From an optimization exercise on the open Yosys and OpenROAD flow, aimed at small area, a short achievable clock period and few clock cycles per item; shortcuts taken in it are not production practice.
RTL that was checked went through simulation tests only; none was proved equivalent to the original.

// prince_top
module prince_top(
  input [63:0] data,
  input [127:0] key,
  input en_de,
  input clk,
  input rst,
  input start,
  output [63:0] out,
  output done);
  PrinceCore core(.clk(clk), .rst(rst), .start(start), .en_de(en_de), .data(data), .key(key),
                  .out(out), .done(done));
endmodule
clock: 5.5 ns
lec_check: 0
cap_margin: 20
core_margin: 2
core_utilization: 40
setup_slack_margin: 3.4
slew_margin: 20
run.sh (not shown) runs the stock make flow with config.mk's settings and CLKGATE_MAP_FILE= SYNTH_SCRIPT=/design/flow/synth_recipe.tcl, a recipe that flattens the netlist after the stock synthesis.
The first run went through all stages and came out clean.
Then changed:
--- a/flow/config.mk
+++ b/flow/config.mk
@@ -10,3 +10,3 @@
 export CORE_UTILIZATION = 40
-export SETUP_SLACK_MARGIN = 3.4
+export SETUP_SLACK_MARGIN = 3.0
 export SLEW_MARGIN = 20
- clock skew came out lower by 0.0046 ns
- cell count went down by 5.4%
- sequential share of layout area came out higher by 0.45 points
- setup slack improved by 0.055 ns
Function was not checked in any run of this note: the RTL went through the layout flow alone.

juniper:
prince_top, a different RTL version from the one above (not shown whole).
Size: ~1300 cells after synthesis, about 72 flip-flops, roughly 10000 um2 of cells after synthesis.
==> flow/config.mk <==
export PLATFORM = sky130hd
export DESIGN_NAME = prince_top
export DESIGN_NICKNAME = prince_top
export VERILOG_FILES = /design/flow/design.v
export SDC_FILE = /design/flow/constraint.sdc
export NUM_CORES = 4
export LEC_CHECK = 0
export CAP_MARGIN = 20
export CORE_MARGIN = 2
export CORE_UTILIZATION = 40
export SETUP_SLACK_MARGIN = 2.6
export SLEW_MARGIN = 20
==> flow/constraint.sdc <==
create_clock -name core_clock -period 5.5 [get_ports {clk}]
set_input_delay 1.1000 -clock core_clock [delete_from_list [all_inputs] [get_ports {clk}]]
set_output_delay 1.1000 -clock core_clock [all_outputs]
set_load 0.01 [all_outputs]
juniper | status: complete | timing, DRC, antenna: pass
Testbench counts of juniper, summed over its fixed seeds: cycles 28,808, items 2,400.
diff inputs: juniper => violet
Settings: SLEW_MARGIN changed from 20 to 5; CAP_MARGIN changed from 20 to 5.
==> flow/flow/run.sh (new file) <==
#!/bin/bash
# The standard layout, with the smallest plain buffer (buf_1) as the port buffer instead of
# the delay buffer that buffer_ports picks on its own. Every port still gets its buffer.
export BUFFER_PORTS_ARGS="-buffer_cell sky130_fd_sc_hd__buf_1"
bash standard.sh > standard.log 2>&1
==> flow/standard.sh (new file) <==
#!/bin/bash
# synth_recipe.tcl (not shown) runs the flow's synth.tcl, then flattens the netlist and writes it again
# the make line also repeats each setting of config.mk as NAME=value (left out here)
make -C /OpenROAD-flow-scripts/flow DESIGN_CONFIG=/design/flow/config.mk WORK_HOME=/design/flow/orfs CLKGATE_MAP_FILE= SYNTH_SCRIPT=/design/flow/synth_recipe.tcl "${@:-finish}"
removed: flow/run.sh
Findings:
Status | violet and juniper | clean. violet reports its critical path endpoint as core.st[24] while juniper reports core.st[9]. violet vs. juniper: signed area change from the synthesized netlist to the final layout went down by 18 points, signal arrival time at the worst endpoint went down by 0.04 ns.
Inputs modified between violet and amber:
Settings: a change of SLEW_MARGIN from 5 to 20; a change of SETUP_SLACK_MARGIN from 2.6 to 3.0; a change of CAP_MARGIN from 5 to 20.
[summary]
Having completed the whole flow, violet delivered a layout that passed the timing, design-rule and antenna checks.
amber ran to completion and came out clean on the timing, design-rule and antenna checks.
violet → amber: share of the clock period used by the worst path after layout lower; fmax higher.
Going from violet to amber, count of unresolved DRC violations after routing flat.
Against violet, largest net degree at the start of global routing in amber fell by more than 10%.
From violet to amber the numbers moved as follows: global-route usage has increased.
Inputs modified between amber and sierra:
Settings: CTS_BUF_LIST newly set to sky130_fd_sc_hd__clkbuf_4 sky130_fd_sc_hd__clkbuf_8; SETUP_SLACK_MARGIN changed from 3.0 to 2.6; CTS_CLUSTER_SIZE newly set to 24.
## What came out
sierra: no failed stages, no open violations at the end. sierra vs amber, data arrival time at the worst-slack endpoint went up by 0.18 ns. Compared with amber, sierra shows a average wire per standard cell that is 7.1% lower. Relative to amber, final worst hold slack has gone down in sierra. Area taken by multi-input logic gates in sierra is about 13% below amber. amber → sierra: maximum clock path buffer count roughly the same, global-route track usage on met3 decreased 0.18 points. The lower time the final worst path needs with I/O delays and setup of sierra and amber is in amber. sierra vs amber, worst setup path endpoint: core.st[24] vs core.st[19].
[inputs] ember vs sierra
Settings: CTS_BUF_LIST no longer set, was sky130_fd_sc_hd__clkbuf_4 sky130_fd_sc_hd__clkbuf_8; CTS_CLUSTER_SIZE no longer set, was 24; CORE_UTILIZATION now 60, was 40.
--- outcome ---
Diff ember..sierra | number of antenna diodes | negligible
ember gives more part of the cycle the worst path needs than sierra did.
Net count of the finished layout of ember exceeds that of sierra slightly.
Going from sierra to ember, clock edge transition at the registers on the reported setup and hold paths saw a decrease.

the baseline:
Another version of the RTL of prince_top (not shown whole).
For scale: roughly 1300 cells after synthesis, about 72 flip-flops, ~0.011 mm2 of cells after synthesis.
Settings: LEC_CHECK=0, CAP_MARGIN=20, CORE_MARGIN=2, CORE_UTILIZATION=40, SETUP_SLACK_MARGIN=2.6, SLEW_MARGIN=20; clock period 5.5 ns.
standard.sh (not shown) runs the stock make flow with config.mk's settings and CLKGATE_MAP_FILE= SYNTH_SCRIPT=/design/flow/synth_recipe.tcl, a recipe that flattens the netlist after the stock synthesis.
==> flow/flow/run.sh <==
#!/bin/bash
# The standard layout, with the smallest plain buffer (buf_1) as the port buffer instead of
# the delay buffer that buffer_ports picks on its own. Every port still gets its buffer.
export BUFFER_PORTS_ARGS="-buffer_cell sky130_fd_sc_hd__buf_1"
bash standard.sh > standard.log 2>&1
Inputs modified between the baseline and the candidate:
# the baseline
export LEC_CHECK = 0
export CAP_MARGIN = 20
export CORE_MARGIN = 2
export CORE_UTILIZATION = 40
export SETUP_SLACK_MARGIN = 2.6
export SLEW_MARGIN = 20
create_clock -name core_clock -period 5.5 [get_ports {clk}]
# the candidate
export LEC_CHECK = 0
export CAP_MARGIN = 20
export CORE_MARGIN = 2
export CORE_UTILIZATION = 40
export SETUP_SLACK_MARGIN = 2.8
export SLEW_MARGIN = 20
create_clock -name core_clock -period 5.5 [get_ports {clk}]
## What came out
- Summary of the comparison: overall routed net length is higher in the candidate, relative to the baseline.
- Number of logic stages on the critical path including buffering up 3 in the candidate wrt the baseline
- Comparing the two runs side by side, the candidate comes out ahead of the baseline on worst setup slack after layout.
- Area added between synthesis and finish (higher): the candidate
- On number of multi-input combinational cells in the layout, the candidate tracks the baseline almost exactly.
- On overall global routing resource usage, the lower figure sits with the baseline, not the candidate.
- Level count of the clock H-tree: the baseline vs the candidate identical
- Number of standard cells in the layout, taps in and fillers out: the candidate vs the baseline up about 2.7%
No functional check of the RTL was part of any run of this note.

==> afterwards: timing with drivers on the ports <==
Ports are ideal in the flow. The routed layouts listed here were re-timed in OpenROAD. Step 1 sets driving cells, clkbuf_16 on the clock port and buf_2 on the other inputs (assumed; they add their load-dependent delay and slew). Step 2 times the ports against the registers' clock, not the clock port: input delays grow and output delays shrink by t, the midpoint of the rising clock arrivals with the driver on. a / b / c = ideal / step 1 / step 2; a / b = the first two.
| run | t (ns) | setup WS [ns] | hold slack, ns |
|---|---|---|---|
| the first run of note 1 | 0.413 | 2.644 / 2.644 / 2.469 | 0.770 / 0.770 / 0.770 |
| the second run of note 1 | 0.403 | 2.699 / 2.699 / 2.503 | 0.676 / 0.676 / 0.676 |
| juniper | 0.402 | 2.605 / 2.605 / 2.403 | 0.541 / 0.541 / 0.541 |
| violet | 0.406 | 2.657 / 2.657 / 2.373 | 0.544 / 0.544 / 0.544 |
| amber | 0.409 | 2.779 / 2.779 / 2.534 | 0.627 / 0.627 / 0.627 |
| sierra | 0.436 | 2.643 / 2.643 / 2.365 | 0.551 / 0.551 / 0.551 |
| ember | 0.397 | 2.609 / 2.609 / 2.294 | 0.527 / 0.527 / 0.527 |
| the baseline | 0.406 | 2.638 / 2.661 / 2.255 | 0.517 / 0.517 / 0.517 |
| the candidate | 0.403 | 2.806 / 2.806 / 2.495 | 0.615 / 0.615 / 0.615 |
After both steps setup and hold are still met in every run listed. For the baseline, which loses most, drivers alone change the setup slack by +0.023 ns; drivers and shift together by -0.383 ns.
